This design comes from an exercise in tuning for small area on the open sky130 flow, not from production work. The RTL was checked by simulation tests, not by an equivalence proof against the original design. Power and IR drop assume default switching activity.

**flow/design.v**
```verilog
module IoSync(
  input   clock,
  input   io_buy,
  input   io_coin2,
  input   io_coin5,
  input   io_p1,
  input   io_p2,
  output  io_s_buy,
  output  io_s_coin2,
  output  io_s_coin5,
  output  io_s_p1,
  output  io_s_p2
);
  reg  io_s_buy_REG;  
  reg  io_s_buy_REG_1;  
  reg  io_s_coin2_REG;  
  reg  io_s_coin2_REG_1;  
  reg  io_s_coin5_REG;  
  reg  io_s_coin5_REG_1;  
  reg  io_s_p1_REG;  
  reg  io_s_p1_REG_1;  
  reg  io_s_p2_REG;  
  reg  io_s_p2_REG_1;  
  assign io_s_buy = io_s_buy_REG_1;  
  assign io_s_coin2 = io_s_coin2_REG_1;  
  assign io_s_coin5 = io_s_coin5_REG_1;  
  assign io_s_p1 = io_s_p1_REG_1;  
  assign io_s_p2 = io_s_p2_REG_1;  
  always @(posedge clock) begin
    io_s_buy_REG <= io_buy;  
    io_s_buy_REG_1 <= io_s_buy_REG;  
    io_s_coin2_REG <= io_coin2;  
    io_s_coin2_REG_1 <= io_s_coin2_REG;  
    io_s_coin5_REG <= io_coin5;  
    io_s_coin5_REG_1 <= io_s_coin5_REG;  
    io_s_p1_REG <= io_p1;  
    io_s_p1_REG_1 <= io_s_p1_REG;  
    io_s_p2_REG <= io_p2;  
    io_s_p2_REG_1 <= io_s_p2_REG;  
  end
endmodule
module FSM(
  input   clock,
  input   reset,
  input   io_buyCheck,
  input   io_buy,
  input   io_coin2,
  input   io_coin5,
  output  io_add2,
  output  io_add5,
  output  io_subPrice,
  output  io_releaseCan,
  output  io_alarm
);
  reg [2:0] state;  
  wire  _T = 3'h0 == state;  
  wire [2:0] _GEN_0 = io_buy ? 3'h3 : 3'h0;  
  wire  _T_1 = 3'h2 == state;  
  wire  _T_2 = 3'h1 == state;  
  wire [2:0] _GEN_3 = io_buyCheck ? 3'h6 : 3'h4;  
  wire  _T_4 = 3'h4 == state;  
  wire [2:0] _GEN_4 = io_buy ? 3'h4 : 3'h7;  
  wire  _T_5 = 3'h6 == state;  
  wire  _T_6 = 3'h5 == state;  
  wire [2:0] _GEN_5 = io_buy ? 3'h5 : 3'h7;  
  wire [2:0] _GEN_6 = ~(io_buy | io_coin2 | io_coin5) ? 3'h0 : 3'h7;  
  wire [2:0] _GEN_7 = 3'h7 == state ? _GEN_6 : state;  
  wire [2:0] _GEN_8 = 3'h5 == state ? _GEN_5 : _GEN_7;  
  wire [2:0] _GEN_9 = 3'h6 == state ? 3'h5 : _GEN_8;  
  wire [2:0] _GEN_10 = 3'h4 == state ? _GEN_4 : _GEN_9;  
  wire [2:0] _GEN_11 = 3'h3 == state ? _GEN_3 : _GEN_10;  
  wire  _GEN_17 = _T_5 ? 1'h0 : _T_6;  
  wire  _GEN_19 = _T_4 ? 1'h0 : _T_5;  
  wire  _GEN_20 = _T_4 ? 1'h0 : _GEN_17;  
  wire  _GEN_22 = _T_2 ? 1'h0 : _T_4;  
  wire  _GEN_23 = _T_2 ? 1'h0 : _GEN_19;  
  wire  _GEN_24 = _T_2 ? 1'h0 : _GEN_20;  
  wire  _GEN_26 = _T_1 ? 1'h0 : _T_2;  
  wire  _GEN_27 = _T_1 ? 1'h0 : _GEN_22;  
  wire  _GEN_28 = _T_1 ? 1'h0 : _GEN_23;  
  wire  _GEN_29 = _T_1 ? 1'h0 : _GEN_24;  
  assign io_add2 = _T ? 1'h0 : _T_1;  
  assign io_add5 = _T ? 1'h0 : _GEN_26;  
  assign io_subPrice = _T ? 1'h0 : _GEN_28;  
  assign io_releaseCan = _T ? 1'h0 : _GEN_29;  
  assign io_alarm = _T ? 1'h0 : _GEN_27;  
  always @(posedge clock) begin
    if (reset) begin  
      state <= 3'h0;  
    end else if (3'h0 == state) begin  
      if (io_coin2) begin  
        state <= 3'h2;  
      end else if (io_coin5) begin  
        state <= 3'h1;  
      end else begin
        state <= _GEN_0;
      end
    end else if (3'h2 == state) begin  
      state <= 3'h7;  
    end else if (3'h1 == state) begin  
      state <= 3'h7;  
    end else begin
      state <= _GEN_11;
    end
  end
endmodule
module Datapath(
  input        clock,
  input        reset,
  input  [7:0] io_price,
  input        io_add2,
  input        io_add5,
  input        io_subPrice,
  output       io_buyCheck,
  output [7:0] io_sum
);
  reg [7:0] sumReg;  
  wire [7:0] _sumReg_T_1 = sumReg + 8'h2;  
  wire [7:0] _sumReg_T_3 = sumReg + 8'h5;  
  wire [7:0] _sumReg_T_5 = sumReg - io_price;  
  assign io_buyCheck = sumReg >= io_price;  
  assign io_sum = sumReg;  
  always @(posedge clock) begin
    if (reset) begin  
      sumReg <= 8'h0;  
    end else if (io_subPrice) begin  
      sumReg <= _sumReg_T_5;  
    end else if (io_add5) begin  
      sumReg <= _sumReg_T_3;  
    end else if (io_add2) begin  
      sumReg <= _sumReg_T_1;  
    end
  end
endmodule
module SevenSegDec(
  input  [4:0] io_in,
  output [6:0] io_out
);
  wire [6:0] _GEN_0 = 5'h1f == io_in ? 7'h5c : 7'h0;  
  wire [6:0] _GEN_1 = 5'h1e == io_in ? 7'h1c : _GEN_0;  
  wire [6:0] _GEN_2 = 5'h1d == io_in ? 7'h3e : _GEN_1;  
  wire [6:0] _GEN_3 = 5'h1c == io_in ? 7'h78 : _GEN_2;  
  wire [6:0] _GEN_4 = 5'h1b == io_in ? 7'h33 : _GEN_3;  
  wire [6:0] _GEN_5 = 5'h1a == io_in ? 7'h67 : _GEN_4;  
  wire [6:0] _GEN_6 = 5'h19 == io_in ? 7'h73 : _GEN_5;  
  wire [6:0] _GEN_7 = 5'h18 == io_in ? 7'h37 : _GEN_6;  
  wire [6:0] _GEN_8 = 5'h17 == io_in ? 7'h15 : _GEN_7;  
  wire [6:0] _GEN_9 = 5'h16 == io_in ? 7'h38 : _GEN_8;  
  wire [6:0] _GEN_10 = 5'h15 == io_in ? 7'h75 : _GEN_9;  
  wire [6:0] _GEN_11 = 5'h14 == io_in ? 7'h1e : _GEN_10;  
  wire [6:0] _GEN_12 = 5'h13 == io_in ? 7'h3d : _GEN_11;  
  wire [6:0] _GEN_13 = 5'h12 == io_in ? 7'hf : _GEN_12;  
  wire [6:0] _GEN_14 = 5'h11 == io_in ? 7'h39 : _GEN_13;  
  wire [6:0] _GEN_15 = 5'h10 == io_in ? 7'h76 : _GEN_14;  
  wire [6:0] _GEN_16 = 5'hf == io_in ? 7'h71 : _GEN_15;  
  wire [6:0] _GEN_17 = 5'he == io_in ? 7'h79 : _GEN_16;  
  wire [6:0] _GEN_18 = 5'hd == io_in ? 7'h5e : _GEN_17;  
  wire [6:0] _GEN_19 = 5'hc == io_in ? 7'h58 : _GEN_18;  
  wire [6:0] _GEN_20 = 5'hb == io_in ? 7'h7c : _GEN_19;  
  wire [6:0] _GEN_21 = 5'ha == io_in ? 7'h77 : _GEN_20;  
  wire [6:0] _GEN_22 = 5'h9 == io_in ? 7'h6f : _GEN_21;  
  wire [6:0] _GEN_23 = 5'h8 == io_in ? 7'h7f : _GEN_22;  
  wire [6:0] _GEN_24 = 5'h7 == io_in ? 7'h7 : _GEN_23;  
  wire [6:0] _GEN_25 = 5'h6 == io_in ? 7'h7d : _GEN_24;  
  wire [6:0] _GEN_26 = 5'h5 == io_in ? 7'h6d : _GEN_25;  
  wire [6:0] _GEN_27 = 5'h4 == io_in ? 7'h66 : _GEN_26;  
  wire [6:0] _GEN_28 = 5'h3 == io_in ? 7'h4f : _GEN_27;  
  wire [6:0] _GEN_29 = 5'h2 == io_in ? 7'h5b : _GEN_28;  
  wire [6:0] _GEN_30 = 5'h1 == io_in ? 7'h6 : _GEN_29;  
  assign io_out = 5'h0 == io_in ? 7'h3f : _GEN_30;  
endmodule
module DisplayMultiplexer5bit(
  input         clock,
  input         reset,
  input         io_rawEnable,
  input  [27:0] io_raw,
  input  [9:0]  io_sum,
  input  [9:0]  io_price,
  output [6:0]  io_seg,
  output [3:0]  io_an
);
  wire [4:0] decoder_io_in;  
  wire [6:0] decoder_io_out;  
  reg [31:0] tcReg;  
  reg [1:0] anReg;  
  wire [31:0] _tcReg_T_1 = tcReg + 32'h1;  
  wire [1:0] _anReg_T_1 = anReg + 2'h1;  
  wire  _T_1 = 2'h0 == anReg;  
  wire  _T_2 = 2'h1 == anReg;  
  wire  _T_3 = 2'h2 == anReg;  
  wire  _T_4 = 2'h3 == anReg;  
  wire [6:0] _GEN_3 = 2'h3 == anReg ? io_raw[6:0] : decoder_io_out;  
  wire [3:0] _GEN_4 = 2'h2 == anReg ? 4'h2 : 4'h1;  
  wire [6:0] _GEN_5 = 2'h2 == anReg ? io_raw[13:7] : _GEN_3;  
  wire [3:0] _GEN_6 = 2'h1 == anReg ? 4'h4 : _GEN_4;  
  wire [6:0] _GEN_7 = 2'h1 == anReg ? io_raw[20:14] : _GEN_5;  
  wire [3:0] _GEN_8 = 2'h0 == anReg ? 4'h8 : _GEN_6;  
  wire [6:0] _GEN_9 = 2'h0 == anReg ? io_raw[27:21] : _GEN_7;  
  wire [4:0] _GEN_11 = _T_4 ? io_price[4:0] : 5'h0;  
  wire [4:0] _GEN_13 = _T_3 ? io_price[9:5] : _GEN_11;  
  wire [4:0] _GEN_15 = _T_2 ? io_sum[4:0] : _GEN_13;  
  wire [4:0] _GEN_17 = _T_1 ? io_sum[9:5] : _GEN_15;  
  wire [3:0] select = io_rawEnable ? _GEN_8 : _GEN_8;  
  wire [6:0] sevSeg = io_rawEnable ? _GEN_9 : decoder_io_out;  
  SevenSegDec decoder (  
    .io_in(decoder_io_in),
    .io_out(decoder_io_out)
  );
  assign io_seg = ~sevSeg;  
  assign io_an = ~select;  
  assign decoder_io_in = io_rawEnable ? 5'h0 : _GEN_17;  
  always @(posedge clock) begin
    if (reset) begin  
      tcReg <= 32'h0;  
    end else if (tcReg < 32'h64) begin  
      tcReg <= _tcReg_T_1;  
    end else begin
      tcReg <= 32'h0;  
    end
    if (reset) begin  
      anReg <= 2'h0;  
    end else if (!(tcReg < 32'h64)) begin  
      anReg <= _anReg_T_1;  
    end
  end
endmodule
module DecimalSeperator(
  input  [7:0] io_in,
  output [7:0] io_out
);
  wire [7:0] _left_T = io_in / 10'ha;  
  wire [12:0] left = {_left_T, 5'h0};  
  wire [9:0] _GEN_1 = {{2'd0}, io_in};  
  wire [9:0] _GEN_2 = _GEN_1 % 10'ha;  
  wire [7:0] right = _GEN_2[7:0];  
  wire [12:0] _GEN_0 = {{5'd0}, right};  
  wire [12:0] _io_out_T = left | _GEN_0;  
  assign io_out = _io_out_T[7:0];  
endmodule
module RNG(
  input        clock,
  input        reset,
  output [3:0] io_random
);
  reg [3:0] cnt;  
  wire [3:0] _cnt_T_1 = cnt + 4'h1;  
  assign io_random = cnt;  
  always @(posedge clock) begin
    if (reset) begin  
      cnt <= 4'h0;  
    end else if (cnt == 4'hf) begin  
      cnt <= 4'h0;  
    end else begin
      cnt <= _cnt_T_1;  
    end
  end
endmodule
module Win(
  input         clock,
  input         reset,
  input         io_enable,
  output [3:0]  io_visualPoints,
  output [13:0] io_visualBuffer
);
  reg [3:0] cnt;  
  reg [31:0] clk;  
  wire [31:0] _clk_T_1 = clk + 32'h1;  
  wire [3:0] _cnt_T_1 = cnt + 4'h1;  
  wire  _T_2 = 4'h0 == cnt;  
  wire  _T_3 = 4'h1 == cnt;  
  wire  _T_4 = 4'h2 == cnt;  
  wire  _T_5 = 4'h3 == cnt;  
  wire  _T_6 = 4'h4 == cnt;  
  wire  _T_7 = 4'h5 == cnt;  
  wire  _T_8 = 4'h6 == cnt;  
  wire  _T_9 = 4'h7 == cnt;  
  wire  _T_10 = 4'h8 == cnt;  
  wire  _T_11 = 4'h9 == cnt;  
  wire  _T_12 = 4'ha == cnt;  
  wire  _T_13 = 4'hb == cnt;  
  wire  _T_14 = 4'hc == cnt;  
  wire  _T_15 = 4'hd == cnt;  
  wire  _T_16 = 4'he == cnt;  
  wire [2:0] _GEN_5 = 4'he == cnt ? 3'h7 : 3'h0;  
  wire [2:0] _GEN_6 = 4'hd == cnt ? 3'h0 : _GEN_5;  
  wire [2:0] _GEN_7 = 4'hc == cnt ? 3'h7 : _GEN_6;  
  wire [2:0] _GEN_8 = 4'hb == cnt ? 3'h0 : _GEN_7;  
  wire [2:0] _GEN_9 = 4'ha == cnt ? 3'h7 : _GEN_8;  
  wire [2:0] _GEN_10 = 4'h9 == cnt ? 3'h0 : _GEN_9;  
  wire [2:0] _GEN_11 = 4'h8 == cnt ? 3'h7 : _GEN_10;  
  wire [2:0] _GEN_12 = 4'h7 == cnt ? 3'h7 : _GEN_11;  
  wire [2:0] _GEN_13 = 4'h6 == cnt ? 3'h6 : _GEN_12;  
  wire [2:0] _GEN_14 = 4'h5 == cnt ? 3'h5 : _GEN_13;  
  wire [2:0] _GEN_15 = 4'h4 == cnt ? 3'h4 : _GEN_14;  
  wire [2:0] _GEN_16 = 4'h3 == cnt ? 3'h3 : _GEN_15;  
  wire [2:0] _GEN_17 = 4'h2 == cnt ? 3'h2 : _GEN_16;  
  wire [2:0] _GEN_18 = 4'h1 == cnt ? 3'h1 : _GEN_17;  
  wire [2:0] _GEN_19 = 4'h0 == cnt ? 3'h0 : _GEN_18;  
  wire [7:0] _GEN_20 = _T_16 ? 8'h81 : 8'h0;  
  wire [13:0] _GEN_21 = _T_15 ? 14'h2040 : {{6'd0}, _GEN_20};  
  wire [13:0] _GEN_22 = _T_14 ? 14'h408 : _GEN_21;  
  wire [13:0] _GEN_23 = _T_13 ? 14'h81 : _GEN_22;  
  wire [13:0] _GEN_24 = _T_12 ? 14'h2040 : _GEN_23;  
  wire [13:0] _GEN_25 = _T_11 ? 14'h408 : _GEN_24;  
  wire [13:0] _GEN_26 = _T_10 ? 14'h0 : _GEN_25;  
  wire [13:0] _GEN_27 = _T_9 ? 14'h2040 : _GEN_26;  
  wire [13:0] _GEN_28 = _T_8 ? 14'h2040 : _GEN_27;  
  wire [13:0] _GEN_29 = _T_7 ? 14'h81 : _GEN_28;  
  wire [13:0] _GEN_30 = _T_6 ? 14'h81 : _GEN_29;  
  wire [13:0] _GEN_31 = _T_5 ? 14'h2040 : _GEN_30;  
  wire [13:0] _GEN_32 = _T_4 ? 14'h2040 : _GEN_31;  
  wire [13:0] _GEN_33 = _T_3 ? 14'h408 : _GEN_32;  
  assign io_visualPoints = {{1'd0}, _GEN_19};
  assign io_visualBuffer = _T_2 ? 14'h408 : _GEN_33;  
  always @(posedge clock) begin
    if (reset) begin  
      cnt <= 4'h0;  
    end else if (io_enable) begin  
      if (cnt == 4'hf) begin  
        cnt <= 4'h0;  
      end else if (clk == 32'h341) begin  
        cnt <= _cnt_T_1;  
      end
    end
    if (reset) begin  
      clk <= 32'h0;  
    end else if (io_enable) begin  
      if (clk == 32'h341) begin  
        clk <= 32'h0;  
      end else begin
        clk <= _clk_T_1;  
      end
    end
  end
endmodule
module SpeedupTable(
  input  [3:0] io_idx,
  output [4:0] io_out
);
  wire [3:0] _GEN_0 = 4'hf == io_idx ? 4'hc : 4'h0;  
  wire [3:0] _GEN_1 = 4'he == io_idx ? 4'ha : _GEN_0;  
  wire [3:0] _GEN_2 = 4'hd == io_idx ? 4'h8 : _GEN_1;  
  wire [3:0] _GEN_3 = 4'hc == io_idx ? 4'h7 : _GEN_2;  
  wire [3:0] _GEN_4 = 4'hb == io_idx ? 4'h6 : _GEN_3;  
  wire [3:0] _GEN_5 = 4'ha == io_idx ? 4'h5 : _GEN_4;  
  wire [3:0] _GEN_6 = 4'h9 == io_idx ? 4'h4 : _GEN_5;  
  wire [3:0] _GEN_7 = 4'h8 == io_idx ? 4'h3 : _GEN_6;  
  wire [3:0] _GEN_8 = 4'h7 == io_idx ? 4'h2 : _GEN_7;  
  wire [3:0] _GEN_9 = 4'h6 == io_idx ? 4'h2 : _GEN_8;  
  wire [3:0] _GEN_10 = 4'h5 == io_idx ? 4'h2 : _GEN_9;  
  wire [3:0] _GEN_11 = 4'h4 == io_idx ? 4'h1 : _GEN_10;  
  wire [3:0] _GEN_12 = 4'h3 == io_idx ? 4'h1 : _GEN_11;  
  wire [3:0] _GEN_13 = 4'h2 == io_idx ? 4'h1 : _GEN_12;  
  wire [3:0] _GEN_14 = 4'h1 == io_idx ? 4'h1 : _GEN_13;  
  wire [3:0] _GEN_15 = 4'h0 == io_idx ? 4'h0 : _GEN_14;  
  assign io_out = {{1'd0}, _GEN_15};
endmodule
module Pong(
  input         clock,
  input         reset,
  input         io_p1,
  input         io_p2,
  input         io_restart,
  output [6:0]  io_p1points,
  output [6:0]  io_p2points,
  output        io_renderMode,
  output [27:0] io_renderOut
);
  wire  RNG_clock;  
  wire  RNG_reset;  
  wire [3:0] RNG_io_random;  
  wire  win_clock;  
  wire  win_reset;  
  wire  win_io_enable;  
  wire [3:0] win_io_visualPoints;  
  wire [13:0] win_io_visualBuffer;  
  wire [3:0] speedupTable_io_idx;  
  wire [4:0] speedupTable_io_out;  
  reg [3:0] p1pointsPersist;  
  reg [3:0] p2pointsPersist;  
  reg [3:0] p1pointsTable;  
  reg [3:0] p2pointsTable;  
  wire [6:0] _GEN_0 = 4'h8 == p1pointsTable ? 7'h7f : 7'h0;  
  wire [6:0] _GEN_1 = 4'h7 == p1pointsTable ? 7'h7f : _GEN_0;  
  wire [6:0] _GEN_2 = 4'h6 == p1pointsTable ? 7'h7e : _GEN_1;  
  wire [6:0] _GEN_3 = 4'h5 == p1pointsTable ? 7'h7c : _GEN_2;  
  wire [6:0] _GEN_4 = 4'h4 == p1pointsTable ? 7'h78 : _GEN_3;  
  wire [6:0] _GEN_5 = 4'h3 == p1pointsTable ? 7'h70 : _GEN_4;  
  wire [6:0] _GEN_6 = 4'h2 == p1pointsTable ? 7'h60 : _GEN_5;  
  wire [6:0] _GEN_7 = 4'h1 == p1pointsTable ? 7'h40 : _GEN_6;  
  wire [6:0] _GEN_9 = 4'h8 == p2pointsTable ? 7'h7f : 7'h0;  
  wire [6:0] _GEN_10 = 4'h7 == p2pointsTable ? 7'h7f : _GEN_9;  
  wire [6:0] _GEN_11 = 4'h6 == p2pointsTable ? 7'h7e : _GEN_10;  
  wire [6:0] _GEN_12 = 4'h5 == p2pointsTable ? 7'h7c : _GEN_11;  
  wire [6:0] _GEN_13 = 4'h4 == p2pointsTable ? 7'h78 : _GEN_12;  
  wire [6:0] _GEN_14 = 4'h3 == p2pointsTable ? 7'h70 : _GEN_13;  
  wire [6:0] _GEN_15 = 4'h2 == p2pointsTable ? 7'h60 : _GEN_14;  
  wire [6:0] _GEN_16 = 4'h1 == p2pointsTable ? 7'h40 : _GEN_15;  
  reg  blk;  
  reg [31:0] blkCnt;  
  wire [31:0] _blkCnt_T_1 = blkCnt + 32'h1;  
  wire  _GEN_19 = blkCnt == 32'h1388 ? 1'h0 : blk;  
  wire  _GEN_20 = blkCnt == 32'h9c4 | _GEN_19;  
  reg [27:0] buffer;  
  reg [31:0] bufCnt;  
  wire [31:0] _bufCnt_T_1 = bufCnt + 32'h1;  
  reg [3:0] hitCnt;  
  reg [31:0] bulletCnt;  
  wire [31:0] _bulletCnt_T_1 = bulletCnt + 32'h1;  
  wire [23:0] _T_21 = 19'h68 * speedupTable_io_out;  
  wire [23:0] _T_23 = 24'h9c4 - _T_21;  
  wire [31:0] _GEN_168 = {{8'd0}, _T_23};  
  reg  bulletY;  
  reg [2:0] bullet;  
  reg  p1pos;  
  reg  p2pos;  
  reg  p1Trigger_REG;  
  wire  p1Trigger = io_p1 & ~p1Trigger_REG;  
  reg  p2Trigger_REG;  
  wire  p2Trigger = io_p2 & ~p2Trigger_REG;  
  reg [3:0] state;  
  wire  _GEN_24 = io_p2 ? 1'h0 : bulletY;  
  wire [3:0] _GEN_25 = io_p2 ? 4'h4 : state;  
  wire  _GEN_27 = io_p1 | _GEN_24;  
  wire [3:0] _GEN_28 = io_p1 ? 4'h3 : _GEN_25;  
  wire [3:0] _hitCnt_T_1 = hitCnt + 4'h1;  
  wire [3:0] _GEN_29 = hitCnt < 4'hf ? _hitCnt_T_1 : hitCnt;  
  wire  rnd = RNG_io_random < 4'h8;  
  wire [2:0] _bullet_T_1 = bullet + 3'h1;  
  wire [2:0] _GEN_30 = rnd == bulletY ? _bullet_T_1 : bullet;  
  wire [3:0] _GEN_34 = p1pos == bulletY ? 4'h3 : 4'h6;  
  wire  rnd_1 = RNG_io_random > 4'h7;  
  wire [2:0] _bullet_T_3 = bullet - 3'h1;  
  wire [2:0] _GEN_36 = rnd_1 == bulletY ? _bullet_T_3 : bullet;  
  wire [3:0] _GEN_37 = p2pos == bulletY ? _GEN_29 : hitCnt;  
  wire [2:0] _GEN_38 = p2pos == bulletY ? _GEN_36 : bullet;  
  wire  _GEN_39 = p2pos == bulletY ? rnd_1 : bulletY;  
  wire [3:0] _GEN_40 = p2pos == bulletY ? 4'h4 : 4'h5;  
  wire [3:0] _p1pointsPersist_T_1 = p1pointsPersist + 4'h1;  
  wire [3:0] _p1pointsTable_T_1 = p1pointsTable + 4'h1;  
  wire [3:0] _GEN_41 = p1pointsPersist == 4'h6 ? 4'h9 : 4'h8;  
  wire [3:0] _p2pointsPersist_T_1 = p2pointsPersist + 4'h1;  
  wire [3:0] _p2pointsTable_T_1 = p2pointsTable + 4'h1;  
  wire [3:0] _GEN_42 = p2pointsPersist == 4'h6 ? 4'ha : 4'h7;  
  wire [3:0] _GEN_43 = p1Trigger ? 4'h3 : state;  
  wire [3:0] _GEN_44 = p2Trigger ? 4'h4 : state;  
  wire  _T_42 = bulletCnt == 32'h0;  
  wire [2:0] _GEN_45 = bulletCnt == 32'h0 ? _bullet_T_1 : bullet;  
  wire [2:0] _GEN_46 = bullet < 3'h7 ? _GEN_45 : bullet;  
  wire [3:0] _GEN_47 = bullet < 3'h7 ? state : 4'h2;  
  wire [2:0] _GEN_48 = _T_42 ? _bullet_T_3 : bullet;  
  wire [2:0] _GEN_49 = bullet > 3'h0 ? _GEN_48 : bullet;  
  wire [3:0] _GEN_50 = bullet > 3'h0 ? state : 4'h1;  
  wire [3:0] _GEN_51 = p1Trigger ? 4'h0 : state;  
  wire [27:0] _buffer_T = {win_io_visualBuffer, 14'h0};  
  wire [3:0] _GEN_52 = p2Trigger ? 4'h0 : state;  
  wire [3:0] _GEN_53 = 4'ha == state ? _GEN_52 : state;  
  wire [3:0] _GEN_55 = 4'ha == state ? win_io_visualPoints : p2pointsTable;  
  wire [27:0] _GEN_56 = 4'ha == state ? {{14'd0}, win_io_visualBuffer} : buffer;  
  wire [3:0] _GEN_57 = 4'h9 == state ? _GEN_51 : _GEN_53;  
  wire  _GEN_58 = 4'h9 == state | 4'ha == state;  
  wire [3:0] _GEN_59 = 4'h9 == state ? win_io_visualPoints : p1pointsTable;  
  wire [27:0] _GEN_60 = 4'h9 == state ? _buffer_T : _GEN_56;  
  wire [3:0] _GEN_61 = 4'h9 == state ? p2pointsTable : _GEN_55;  
  wire [2:0] _GEN_62 = 4'h4 == state ? _GEN_49 : bullet;  
  wire [3:0] _GEN_63 = 4'h4 == state ? _GEN_50 : _GEN_57;  
  wire  _GEN_64 = 4'h4 == state ? 1'h0 : _GEN_58;  
  wire [3:0] _GEN_65 = 4'h4 == state ? p1pointsTable : _GEN_59;  
  wire [27:0] _GEN_66 = 4'h4 == state ? buffer : _GEN_60;  
  wire [3:0] _GEN_67 = 4'h4 == state ? p2pointsTable : _GEN_61;  
  wire [2:0] _GEN_68 = 4'h3 == state ? _GEN_46 : _GEN_62;  
  wire [3:0] _GEN_69 = 4'h3 == state ? _GEN_47 : _GEN_63;  
  wire  _GEN_70 = 4'h3 == state ? 1'h0 : _GEN_64;  
  wire [3:0] _GEN_71 = 4'h3 == state ? p1pointsTable : _GEN_65;  
  wire [27:0] _GEN_72 = 4'h3 == state ? buffer : _GEN_66;  
  wire [3:0] _GEN_73 = 4'h3 == state ? p2pointsTable : _GEN_67;  
  wire [3:0] _GEN_74 = 4'h8 == state ? _GEN_44 : _GEN_69;  
  wire [2:0] _GEN_75 = 4'h8 == state ? bullet : _GEN_68;  
  wire  _GEN_76 = 4'h8 == state ? 1'h0 : _GEN_70;  
  wire [3:0] _GEN_77 = 4'h8 == state ? p1pointsTable : _GEN_71;  
  wire [27:0] _GEN_78 = 4'h8 == state ? buffer : _GEN_72;  
  wire [3:0] _GEN_79 = 4'h8 == state ? p2pointsTable : _GEN_73;  
  wire [3:0] _GEN_80 = 4'h7 == state ? _GEN_43 : _GEN_74;  
  wire [2:0] _GEN_81 = 4'h7 == state ? bullet : _GEN_75;  
  wire  _GEN_82 = 4'h7 == state ? 1'h0 : _GEN_76;  
  wire [3:0] _GEN_83 = 4'h7 == state ? p1pointsTable : _GEN_77;  
  wire [27:0] _GEN_84 = 4'h7 == state ? buffer : _GEN_78;  
  wire [3:0] _GEN_85 = 4'h7 == state ? p2pointsTable : _GEN_79;  
  wire [3:0] _GEN_86 = 4'h6 == state ? 4'h0 : hitCnt;  
  wire [3:0] _GEN_87 = 4'h6 == state ? _p2pointsPersist_T_1 : p2pointsPersist;  
  wire [3:0] _GEN_88 = 4'h6 == state ? _p2pointsTable_T_1 : _GEN_85;  
  wire [3:0] _GEN_89 = 4'h6 == state ? _GEN_42 : _GEN_80;  
  wire [2:0] _GEN_90 = 4'h6 == state ? bullet : _GEN_81;  
  wire  _GEN_91 = 4'h6 == state ? 1'h0 : _GEN_82;  
  wire [3:0] _GEN_92 = 4'h6 == state ? p1pointsTable : _GEN_83;  
  wire [27:0] _GEN_93 = 4'h6 == state ? buffer : _GEN_84;  
  wire [3:0] _GEN_94 = 4'h5 == state ? 4'h0 : _GEN_86;  
  wire [3:0] _GEN_95 = 4'h5 == state ? _p1pointsPersist_T_1 : p1pointsPersist;  
  wire [3:0] _GEN_96 = 4'h5 == state ? _p1pointsTable_T_1 : _GEN_92;  
  wire [3:0] _GEN_97 = 4'h5 == state ? _GEN_41 : _GEN_89;  
  wire [3:0] _GEN_98 = 4'h5 == state ? p2pointsPersist : _GEN_87;  
  wire [3:0] _GEN_99 = 4'h5 == state ? p2pointsTable : _GEN_88;  
  wire [2:0] _GEN_100 = 4'h5 == state ? bullet : _GEN_90;  
  wire  _GEN_101 = 4'h5 == state ? 1'h0 : _GEN_91;  
  wire [27:0] _GEN_102 = 4'h5 == state ? buffer : _GEN_93;  
  wire [3:0] _GEN_106 = 4'h2 == state ? _GEN_40 : _GEN_97;  
  wire  _GEN_111 = 4'h2 == state ? 1'h0 : _GEN_101;  
  wire [27:0] _GEN_112 = 4'h2 == state ? buffer : _GEN_102;  
  wire [3:0] _GEN_116 = 4'h1 == state ? _GEN_34 : _GEN_106;  
  wire  _GEN_121 = 4'h1 == state ? 1'h0 : _GEN_111;  
  wire [27:0] _GEN_122 = 4'h1 == state ? buffer : _GEN_112;  
  wire [27:0] _GEN_123 = 4'h0 == state ? 28'h0 : _GEN_122;  
  wire  _GEN_125 = 4'h0 == state ? 1'h0 : p1pos;  
  wire  _GEN_126 = 4'h0 == state | p2pos;  
  wire [3:0] _GEN_135 = 4'h0 == state ? _GEN_28 : _GEN_116;  
  wire  _p1pos_T = ~p1pos;  
  wire  _p2pos_T = ~p2pos;  
  wire [16:0] _T_49 = 17'h64 / 3'h4;  
  wire [31:0] _GEN_169 = {{15'd0}, _T_49};  
  wire  _T_52 = 3'h0 == bullet;  
  wire  _T_53 = 3'h1 == bullet;  
  wire  _T_54 = 3'h2 == bullet;  
  wire  _T_55 = 3'h3 == bullet;  
  wire  _T_56 = 3'h4 == bullet;  
  wire  _T_57 = 3'h5 == bullet;  
  wire  _T_58 = 3'h6 == bullet;  
  wire  _T_59 = 3'h7 == bullet;  
  wire [27:0] _GEN_139 = 3'h7 == bullet ? 28'h8 : _GEN_123;  
  wire [27:0] _GEN_140 = 3'h6 == bullet ? 28'h8 : _GEN_139;  
  wire [34:0] _GEN_141 = 3'h5 == bullet ? 35'h400 : {{7'd0}, _GEN_140};  
  wire [34:0] _GEN_142 = 3'h4 == bullet ? 35'h400 : _GEN_141;  
  wire [41:0] _GEN_143 = 3'h3 == bullet ? 42'h20000 : {{7'd0}, _GEN_142};  
  wire [41:0] _GEN_144 = 3'h2 == bullet ? 42'h20000 : _GEN_143;  
  wire [48:0] _GEN_145 = 3'h1 == bullet ? 49'h1000000 : {{7'd0}, _GEN_144};  
  wire [48:0] _GEN_146 = 3'h0 == bullet ? 49'h1000000 : _GEN_145;  
  wire [48:0] _GEN_147 = ~bulletY ? _GEN_146 : {{21'd0}, _GEN_123};  
  wire [48:0] _GEN_148 = _T_59 ? 49'h1 : _GEN_147;  
  wire [48:0] _GEN_149 = _T_58 ? 49'h1 : _GEN_148;  
  wire [48:0] _GEN_150 = _T_57 ? 49'h80 : _GEN_149;  
  wire [48:0] _GEN_151 = _T_56 ? 49'h80 : _GEN_150;  
  wire [48:0] _GEN_152 = _T_55 ? 49'h4000 : _GEN_151;  
  wire [48:0] _GEN_153 = _T_54 ? 49'h4000 : _GEN_152;  
  wire [48:0] _GEN_154 = _T_53 ? 49'h200000 : _GEN_153;  
  wire [48:0] _GEN_155 = _T_52 ? 49'h200000 : _GEN_154;  
  wire [48:0] _GEN_156 = bulletY ? _GEN_155 : _GEN_147;  
  wire [48:0] _GEN_157 = bufCnt == _GEN_169 ? _GEN_156 : {{21'd0}, _GEN_123};  
  wire [18:0] _T_70 = _T_49 * 2'h2;  
  wire [31:0] _GEN_170 = {{13'd0}, _T_70};  
  wire [27:0] _buffer_T_26 = buffer | 28'h2000000;  
  wire [27:0] _buffer_T_29 = buffer | 28'h4000000;  
  wire [48:0] _GEN_158 = p1pos ? {{21'd0}, _buffer_T_29} : _GEN_157;  
  wire [48:0] _GEN_159 = _p1pos_T ? {{21'd0}, _buffer_T_26} : _GEN_158;  
  wire [48:0] _GEN_160 = bufCnt == _GEN_170 ? _GEN_159 : _GEN_157;  
  wire [18:0] _T_75 = _T_49 * 2'h3;  
  wire [31:0] _GEN_171 = {{13'd0}, _T_75};  
  wire [27:0] _buffer_T_31 = buffer | 28'h4;  
  wire [27:0] _buffer_T_33 = buffer | 28'h2;  
  wire [48:0] _GEN_161 = p2pos ? {{21'd0}, _buffer_T_33} : _GEN_160;  
  wire [48:0] _GEN_162 = _p2pos_T ? {{21'd0}, _buffer_T_31} : _GEN_161;  
  wire [48:0] _GEN_163 = bufCnt == _GEN_171 ? _GEN_162 : _GEN_160;  
  wire [48:0] _GEN_167 = state != 4'h0 ? _GEN_163 : {{21'd0}, _GEN_123};  
  wire [48:0] _GEN_172 = reset ? 49'h0 : _GEN_167;  
  RNG RNG (  
    .clock(RNG_clock),
    .reset(RNG_reset),
    .io_random(RNG_io_random)
  );
  Win win (  
    .clock(win_clock),
    .reset(win_reset),
    .io_enable(win_io_enable),
    .io_visualPoints(win_io_visualPoints),
    .io_visualBuffer(win_io_visualBuffer)
  );
  SpeedupTable speedupTable (  
    .io_idx(speedupTable_io_idx),
    .io_out(speedupTable_io_out)
  );
  assign io_p1points = 4'h0 == p1pointsTable ? 7'h0 : _GEN_7;  
  assign io_p2points = 4'h0 == p2pointsTable ? 7'h0 : _GEN_16;  
  assign io_renderMode = 4'h0 == state ? blk : 1'h1;  
  assign io_renderOut = buffer;  
  assign RNG_clock = clock;
  assign RNG_reset = reset;
  assign win_clock = clock;
  assign win_reset = reset;
  assign win_io_enable = 4'h0 == state ? 1'h0 : _GEN_121;  
  assign speedupTable_io_idx = hitCnt;  
  always @(posedge clock) begin
    if (reset) begin  
      p1pointsPersist <= 4'h0;  
    end else if (4'h0 == state) begin  
      p1pointsPersist <= 4'h0;  
    end else if (!(4'h1 == state)) begin  
      if (!(4'h2 == state)) begin  
        p1pointsPersist <= _GEN_95;
      end
    end
    if (reset) begin  
      p2pointsPersist <= 4'h0;  
    end else if (4'h0 == state) begin  
      p2pointsPersist <= 4'h0;  
    end else if (!(4'h1 == state)) begin  
      if (!(4'h2 == state)) begin  
        p2pointsPersist <= _GEN_98;
      end
    end
    if (reset) begin  
      p1pointsTable <= 4'h0;  
    end else if (4'h0 == state) begin  
      p1pointsTable <= 4'h0;  
    end else if (!(4'h1 == state)) begin  
      if (!(4'h2 == state)) begin  
        p1pointsTable <= _GEN_96;
      end
    end
    if (reset) begin  
      p2pointsTable <= 4'h0;  
    end else if (4'h0 == state) begin  
      p2pointsTable <= 4'h0;  
    end else if (!(4'h1 == state)) begin  
      if (!(4'h2 == state)) begin  
        p2pointsTable <= _GEN_99;
      end
    end
    if (reset) begin  
      blk <= 1'h0;  
    end else begin
      blk <= _GEN_20;
    end
    if (reset) begin  
      blkCnt <= 32'h0;  
    end else if (blkCnt == 32'h1388) begin  
      blkCnt <= 32'h0;  
    end else begin
      blkCnt <= _blkCnt_T_1;  
    end
    buffer <= _GEN_172[27:0];  
    if (reset) begin  
      bufCnt <= 32'h0;  
    end else if (bufCnt == 32'h64) begin  
      bufCnt <= 32'h0;  
    end else begin
      bufCnt <= _bufCnt_T_1;  
    end
    if (reset) begin  
      hitCnt <= 4'h0;  
    end else if (4'h0 == state) begin  
      hitCnt <= 4'h0;  
    end else if (4'h1 == state) begin  
      if (p1pos == bulletY) begin  
        hitCnt <= _GEN_29;
      end
    end else if (4'h2 == state) begin  
      hitCnt <= _GEN_37;
    end else begin
      hitCnt <= _GEN_94;
    end
    if (reset) begin  
      bulletCnt <= 32'h0;  
    end else if (bulletCnt >= _GEN_168) begin  
      bulletCnt <= 32'h0;  
    end else begin
      bulletCnt <= _bulletCnt_T_1;  
    end
    if (reset) begin  
      bulletY <= 1'h0;  
    end else if (4'h0 == state) begin  
      bulletY <= _GEN_27;
    end else if (4'h1 == state) begin  
      if (p1pos == bulletY) begin  
        bulletY <= rnd;  
      end
    end else if (4'h2 == state) begin  
      bulletY <= _GEN_39;
    end
    if (reset) begin  
      bullet <= 3'h0;  
    end else if (4'h0 == state) begin  
      if (io_p1) begin  
        bullet <= 3'h0;  
      end else if (io_p2) begin  
        bullet <= 3'h7;  
      end
    end else if (4'h1 == state) begin  
      if (p1pos == bulletY) begin  
        bullet <= _GEN_30;
      end
    end else if (4'h2 == state) begin  
      bullet <= _GEN_38;
    end else begin
      bullet <= _GEN_100;
    end
    if (reset) begin  
      p1pos <= 1'h0;  
    end else if (state != 4'h0) begin  
      if (p1Trigger) begin  
        p1pos <= ~p1pos;  
      end else begin
        p1pos <= _GEN_125;
      end
    end else begin
      p1pos <= _GEN_125;
    end
    if (reset) begin  
      p2pos <= 1'h0;  
    end else if (state != 4'h0) begin  
      if (p2Trigger) begin  
        p2pos <= ~p2pos;  
      end else begin
        p2pos <= _GEN_126;
      end
    end else begin
      p2pos <= _GEN_126;
    end
    p1Trigger_REG <= io_p1;  
    p2Trigger_REG <= io_p2;  
    if (reset) begin  
      state <= 4'h0;  
    end else if (state != 4'h0) begin  
      if (io_restart) begin  
        state <= 4'h0;  
      end else begin
        state <= _GEN_135;
      end
    end else begin
      state <= _GEN_135;
    end
  end
endmodule
module VendingMachine(
  input        clock,
  input        reset,
  input        io_pongMode,
  input  [4:0] io_price,
  input        io_coin2,
  input        io_coin5,
  input        io_buy,
  input        io_p1,
  input        io_p2,
  output       io_releaseCan,
  output       io_alarm,
  output [6:0] io_seg,
  output [3:0] io_an,
  output       io_p2LED1,
  output       io_p2LED2,
  output       io_p2LED3,
  output       io_p2LED4,
  output       io_p2LED5,
  output       io_p2LED6,
  output       io_p2LED7,
  output       io_p1LED1,
  output       io_p1LED2,
  output       io_p1LED3,
  output       io_p1LED4,
  output       io_p1LED5,
  output       io_p1LED6,
  output       io_p1LED7
);
  wire  IoSync_clock;  
  wire  IoSync_io_buy;  
  wire  IoSync_io_coin2;  
  wire  IoSync_io_coin5;  
  wire  IoSync_io_p1;  
  wire  IoSync_io_p2;  
  wire  IoSync_io_s_buy;  
  wire  IoSync_io_s_coin2;  
  wire  IoSync_io_s_coin5;  
  wire  IoSync_io_s_p1;  
  wire  IoSync_io_s_p2;  
  wire  FSM_clock;  
  wire  FSM_reset;  
  wire  FSM_io_buyCheck;  
  wire  FSM_io_buy;  
  wire  FSM_io_coin2;  
  wire  FSM_io_coin5;  
  wire  FSM_io_add2;  
  wire  FSM_io_add5;  
  wire  FSM_io_subPrice;  
  wire  FSM_io_releaseCan;  
  wire  FSM_io_alarm;  
  wire  DP_clock;  
  wire  DP_reset;  
  wire [7:0] DP_io_price;  
  wire  DP_io_add2;  
  wire  DP_io_add5;  
  wire  DP_io_subPrice;  
  wire  DP_io_buyCheck;  
  wire [7:0] DP_io_sum;  
  wire  display_clock;  
  wire  display_reset;  
  wire  display_io_rawEnable;  
  wire [27:0] display_io_raw;  
  wire [9:0] display_io_sum;  
  wire [9:0] display_io_price;  
  wire [6:0] display_io_seg;  
  wire [3:0] display_io_an;  
  wire [7:0] seperator1_io_in;  
  wire [7:0] seperator1_io_out;  
  wire [7:0] seperator2_io_in;  
  wire [7:0] seperator2_io_out;  
  wire  pong_clock;  
  wire  pong_reset;  
  wire  pong_io_p1;  
  wire  pong_io_p2;  
  wire  pong_io_restart;  
  wire [6:0] pong_io_p1points;  
  wire [6:0] pong_io_p2points;  
  wire  pong_io_renderMode;  
  wire [27:0] pong_io_renderOut;  
  IoSync IoSync (  
    .clock(IoSync_clock),
    .io_buy(IoSync_io_buy),
    .io_coin2(IoSync_io_coin2),
    .io_coin5(IoSync_io_coin5),
    .io_p1(IoSync_io_p1),
    .io_p2(IoSync_io_p2),
    .io_s_buy(IoSync_io_s_buy),
    .io_s_coin2(IoSync_io_s_coin2),
    .io_s_coin5(IoSync_io_s_coin5),
    .io_s_p1(IoSync_io_s_p1),
    .io_s_p2(IoSync_io_s_p2)
  );
  FSM FSM (  
    .clock(FSM_clock),
    .reset(FSM_reset),
    .io_buyCheck(FSM_io_buyCheck),
    .io_buy(FSM_io_buy),
    .io_coin2(FSM_io_coin2),
    .io_coin5(FSM_io_coin5),
    .io_add2(FSM_io_add2),
    .io_add5(FSM_io_add5),
    .io_subPrice(FSM_io_subPrice),
    .io_releaseCan(FSM_io_releaseCan),
    .io_alarm(FSM_io_alarm)
  );
  Datapath DP (  
    .clock(DP_clock),
    .reset(DP_reset),
    .io_price(DP_io_price),
    .io_add2(DP_io_add2),
    .io_add5(DP_io_add5),
    .io_subPrice(DP_io_subPrice),
    .io_buyCheck(DP_io_buyCheck),
    .io_sum(DP_io_sum)
  );
  DisplayMultiplexer5bit display (  
    .clock(display_clock),
    .reset(display_reset),
    .io_rawEnable(display_io_rawEnable),
    .io_raw(display_io_raw),
    .io_sum(display_io_sum),
    .io_price(display_io_price),
    .io_seg(display_io_seg),
    .io_an(display_io_an)
  );
  DecimalSeperator seperator1 (  
    .io_in(seperator1_io_in),
    .io_out(seperator1_io_out)
  );
  DecimalSeperator seperator2 (  
    .io_in(seperator2_io_in),
    .io_out(seperator2_io_out)
  );
  Pong pong (  
    .clock(pong_clock),
    .reset(pong_reset),
    .io_p1(pong_io_p1),
    .io_p2(pong_io_p2),
    .io_restart(pong_io_restart),
    .io_p1points(pong_io_p1points),
    .io_p2points(pong_io_p2points),
    .io_renderMode(pong_io_renderMode),
    .io_renderOut(pong_io_renderOut)
  );
  assign io_releaseCan = FSM_io_releaseCan;  
  assign io_alarm = FSM_io_alarm;  
  assign io_seg = display_io_seg;  
  assign io_an = display_io_an;  
  assign io_p2LED1 = pong_io_p2points[6];  
  assign io_p2LED2 = pong_io_p2points[5];  
  assign io_p2LED3 = pong_io_p2points[4];  
  assign io_p2LED4 = pong_io_p2points[3];  
  assign io_p2LED5 = pong_io_p2points[2];  
  assign io_p2LED6 = pong_io_p2points[1];  
  assign io_p2LED7 = pong_io_p2points[0];  
  assign io_p1LED1 = pong_io_p1points[6];  
  assign io_p1LED2 = pong_io_p1points[5];  
  assign io_p1LED3 = pong_io_p1points[4];  
  assign io_p1LED4 = pong_io_p1points[3];  
  assign io_p1LED5 = pong_io_p1points[2];  
  assign io_p1LED6 = pong_io_p1points[1];  
  assign io_p1LED7 = pong_io_p1points[0];  
  assign IoSync_clock = clock;
  assign IoSync_io_buy = io_buy;  
  assign IoSync_io_coin2 = io_coin2;  
  assign IoSync_io_coin5 = io_coin5;  
  assign IoSync_io_p1 = io_p1;  
  assign IoSync_io_p2 = io_p2;  
  assign FSM_clock = clock;
  assign FSM_reset = reset;
  assign FSM_io_buyCheck = DP_io_buyCheck;  
  assign FSM_io_buy = IoSync_io_s_buy;  
  assign FSM_io_coin2 = IoSync_io_s_coin2;  
  assign FSM_io_coin5 = IoSync_io_s_coin5;  
  assign DP_clock = clock;
  assign DP_reset = reset;
  assign DP_io_price = {{3'd0}, io_price};  
  assign DP_io_add2 = FSM_io_add2;  
  assign DP_io_add5 = FSM_io_add5;  
  assign DP_io_subPrice = FSM_io_subPrice;  
  assign display_clock = clock;
  assign display_reset = reset;
  assign display_io_rawEnable = io_pongMode & pong_io_renderMode;  
  assign display_io_raw = pong_io_renderOut;  
  assign display_io_sum = io_pongMode ? 10'h320 : {{2'd0}, seperator1_io_out};  
  assign display_io_price = io_pongMode ? 10'h313 : {{2'd0}, seperator2_io_out};  
  assign seperator1_io_in = DP_io_sum;  
  assign seperator2_io_in = {{3'd0}, io_price};  
  assign pong_clock = clock;
  assign pong_reset = reset;
  assign pong_io_p1 = IoSync_io_s_p1;  
  assign pong_io_p2 = IoSync_io_s_p2;  
  assign pong_io_restart = ~io_pongMode;  
endmodule
```
**flow/run.sh**
```bash
#!/bin/bash
# synth_recipe.tcl (not shown) runs the flow's synth.tcl, then flattens the netlist and writes it again
# the make line also repeats each setting of config.mk as NAME=value (left out here)
make -C /OpenROAD-flow-scripts/flow DESIGN_CONFIG=/design/flow/config.mk WORK_HOME=/design/flow/orfs CLKGATE_MAP_FILE= SYNTH_SCRIPT=/design/flow/synth_recipe.tcl finish
```
**flow/config.mk**
```make
export PLATFORM = sky130hd
export DESIGN_NAME = VendingMachine
export DESIGN_NICKNAME = VendingMachine
export VERILOG_FILES = /design/flow/design.v
export SDC_FILE = /design/flow/constraint.sdc
export NUM_CORES = 4
export LEC_CHECK = 0
export CAP_MARGIN = 20
export CORE_MARGIN = 2
export CORE_UTILIZATION = 40
export PLACE_DENSITY = 0.6
export SLEW_MARGIN = 20
```
**flow/constraint.sdc**
```tcl
create_clock -name core_clock -period 10.0 [get_ports {clock}]
set_input_delay 2.0000 -clock core_clock [delete_from_list [all_inputs] [get_ports {clock}]]
set_output_delay 2.0000 -clock core_clock [all_outputs]
set_load 0.01 [all_outputs]
```
==> run notes <==
final cells by class:
type,count,area [um2]
Clock buffer,34,795
Clock inverter,20,309
Fill cell,3547,19200
Inverter,82,308
Multi-Input combinational cell,1437,8930
Sequential cell,252,5040
Tap cell,461,577
Timing Repair Buffer,46,438
report_power, final:
part | internal, mW | switching [mW]
clock | 0.753 | 0.443
combinational | 0.276 | 0.451
sequential | 1.04 | 0.0512
total | 2.07 | 0.945
metal layers:
layer  vias to the layer above  part of all wire
met1                      5879              0.49
met2                       259              0.45
met5                         -                 0
met4                         0             0.027
li1                       6428                 -
met3                        58             0.040
worst register-to-register path: cells and delay by family, from the launching register on:
kind	cells	cell delay, ns
compound gates	7	1.52
fa+ha+maj	5	1.47
simple gates	3	0.75
xor+xnor	2	0.45
flops	1	0.42
buf+inv	2	0.22
stage by stage:
stage / hold slack [ns] / setup slack (ns) / std cells / cell area, um2
2_1_floorplan: 0.310 / 3.01 / 1847 / 14600
3_3_place_gp: 0.316 / 1.52 / 2278 / 15300
3_5_place_dp: 0.315 / 1.47 / 2278 / 15300
4_1_cts: 0.332 / 1.23 / 2332 / 16400
5_1_grt: 0.334 / 0.455 / 2332 / 16400
6_report: 0.328 / 1.17 / 2332 / 16400
registers in the layout, indices dropped and copies added, names as in the netlist, 8 cells and up:
name,cells
DP.sumReg,8
pong.blkCnt,32
pong.bufCnt,32
pong.win.clk,32
pong.bulletCnt,32
display.tcReg,32
pong.buffer,28
path summary, 6_finish.rpt:
check	to	cells past startpoint	slack, ns	start
hold / removal	IoSync.io_s_coin2_REG_1	0	0.33	IoSync.io_s_coin2_REG
hold reg to reg	IoSync.io_s_coin2_REG_1	0	0.33	IoSync.io_s_coin2_REG
setup reg to reg	pong.bulletCnt[10]	19	5.11	pong.hitCnt[0]
setup / recovery	io_seg[5]	17	1.17	DP.sumReg[2]
cell families (layout without fill, tap and decap cells):
logic type,count (synthesis),in the layout,share of synthesized area
AO/OA/AOI/OAI,409,409,0.186
XOR/XNOR,138,138,0.0838
adder cells (fa/ha/maj),86,86,0.0756
buffers and inverters,158,182,0.0428
flip-flops,252,252,0.350
multiplexers,14,14,0.0103
other,1,44,0.000260
AND/OR/NAND/NOR,746,746,0.252
cells in the final DEF (no fill, tap or decap), types with 8 or more instances in the layout:
cell	count
and2_1	19
nand4_1	25
nor2b_1	29
clkbuf_16	29
nor4_1	41
mux2i_1	10
o22ai_1	9
a22oi_1	9
o31ai_1	11
nand2_1	139
inv_1	81
a21oi_1	116
or3_1	13
clkdlybuf4s50_1	38
nand2b_1	26
nor2_1	255
nor3_1	48
nand3_1	63
ha_1	84
or2_2	11
and3_1	40
a31oi_1	17
a21o_1	9
o211ai_1	14
o21ai_0	105
xor2_1	89
a32oi_1	8
xnor2_1	49
dfxtp_1	252
a211oi_1	22
conb_1	44
o221ai_1	8
==> impl_results.md <==
- Outcome: timing/DRC/antenna clean
- I/O pin total: 40
- Critical path type: flop to output pin
- Setup TNS: 0 ns
- CP cell instances: inv_1, ha_1, nor2b_1, a21oi_1, o21ai_0, and3_1, a21oi_1, o21ai_1, o21ai_0, a22oi_1, o41ai_1, a31oi_1, nand3_1, a21oi_1, a21oi_1, o221ai_1, clkdlybuf4s50_1
- Hold_buf cts: 0
- # rows: 69
- Post-synth EDFFs: 0
- Seq/Total Area, Yosys: 0.350
- Worst min path class: flop to flop
- Via count: 12624
- Drt pass-1 iters: 5
- P&R area growth vs syn: 13.7%
- Worst relative slew slack: 0.327
- First-pass GRT wire length: 56300 um
- Crit-path slowest cell: a31oi_1
- Ys async rst share: 0
- Yosys warning count: 7
- Grt total ovfl: 0
- Nets: 1947
- Avg Cell Area, Syn: 8.00 um2
- Unique masters post-synth: 92
- CP Data Required Time: 8.00 ns
- Worst-margin pin slew: 1.01 ns
- Hold Violations, Final: 0
- CTS Root Cell: clkbuf_16
- Layout cell share with drive strength beyond 1: 0.0518
- Largest net degree at the start of global routing: 45
- Busiest layer in global routing: met2
- CTS tree: done
- Antenna Nets Post-Route: 0
- Crit path top cell by count: a21oi_1
- Post-Syn Area: 14400 um2
- Fin crit share: 0.883
- Post-synthesis cell count: 1804
- Total leakage power: 6.20 nW
- Met2 usage: 0.278
- Total GRT Usage: 0.172
- Top-count cell post-synth: nor2_1
- Worst-case clock buffer depth: 3
- GR Layer Usage met3: 0.0221
- Post-DP HPWL: 23100 um
- Core ar.: 35600 um2
- Placer Congestion: 0.863
- Max Clock Freq: 113 MHz
- Peak VDD IR: 0.169 mV
- Dominant cell type by area after synthesis: dfxtp_1
- Commonest cells in the netlist: nor2_1, dfxtp_1, nand2_1
- Resized Gates After CTS: 0
- Worst setup SP type: flop
- Routed len/inst: 14.1 um
- Flops & latches, synth: 252
- Top cells by area, synth: dfxtp_1, ha_1, nor2_1, xor2_1, a21oi_1
- Setup Viol. Count Final: 0
- Chip width: 194 um
- Final wirelength: 32900 um
- Skew-Pair Late Insertion Delay: 0.56 ns
- Power per cell area: 184 nW/um2
- H-tree depth: 1
- Post-CTS setup buffers: 0
- Buf/Inv on CP: 2
- TritonCTS Buffers: 29
- Top delay family on crit path: compound AO/OA/AOI/OAI gates
- Critical Path Max Stage Delay: 0.72 ns
- CTS Sinks: 252
- Largest fanout on the critical path: 19
- ANT cells: 0
- Vias in the first global route: 11644
- Share of the synthesized area in the top cell type: 0.350
- RSZ-0062 raised after global routing: false
- Die ar.: 37600 um2
- Grt met1 use: 0.237
- DR iter-0 viols: 716
- Detailed-route DRC error count: 0
- Predominant post-synthesis flop cell: dfxtp_1
- PortBufs: 39
- Arr. time, crit path: 6.83 ns
- Worst setup EP type: output pin
- Overall Power: 3.01 mW
- Clk_skew: 0.00913 ns
- Max-cap violations: 0
- Slew Limit Fails: 0
- Initial antenna violation count: 0
- DR vias/cell: 5.41
- Die Span Y: 194 um
- Initial Utilization: 0.406
- Crit path time final: 8.83 ns
- Reg clk slew, reported paths: 0.06 ns
- Fin util: 0.461

## port drivers added, routing unchanged
In the flow no input, the clock included, has a driving cell. The finished layout below was timed again as built, in two steps.
Step 1 sets driving cells, clkbuf_16 on the clock port and buf_2 on the other inputs (assumed; they add their load-dependent delay and slew).
Step 2 moves the port delays by t, midway between the first and last clock arrival at a register: inputs arrive t later, outputs are due t later. That takes back most of the time a late clock gives input paths.
Three values: no drivers, after step 1, after step 2; two values: the first two.
t (ns): 0.609
setup slack, ns: 1.168 / 1.112 / 1.285
pins driven straight from the clock port: 1
After both steps this run still meets setup and hold. For this run, drivers alone change the setup slack by -0.056 ns; drivers and shift together by +0.117 ns.
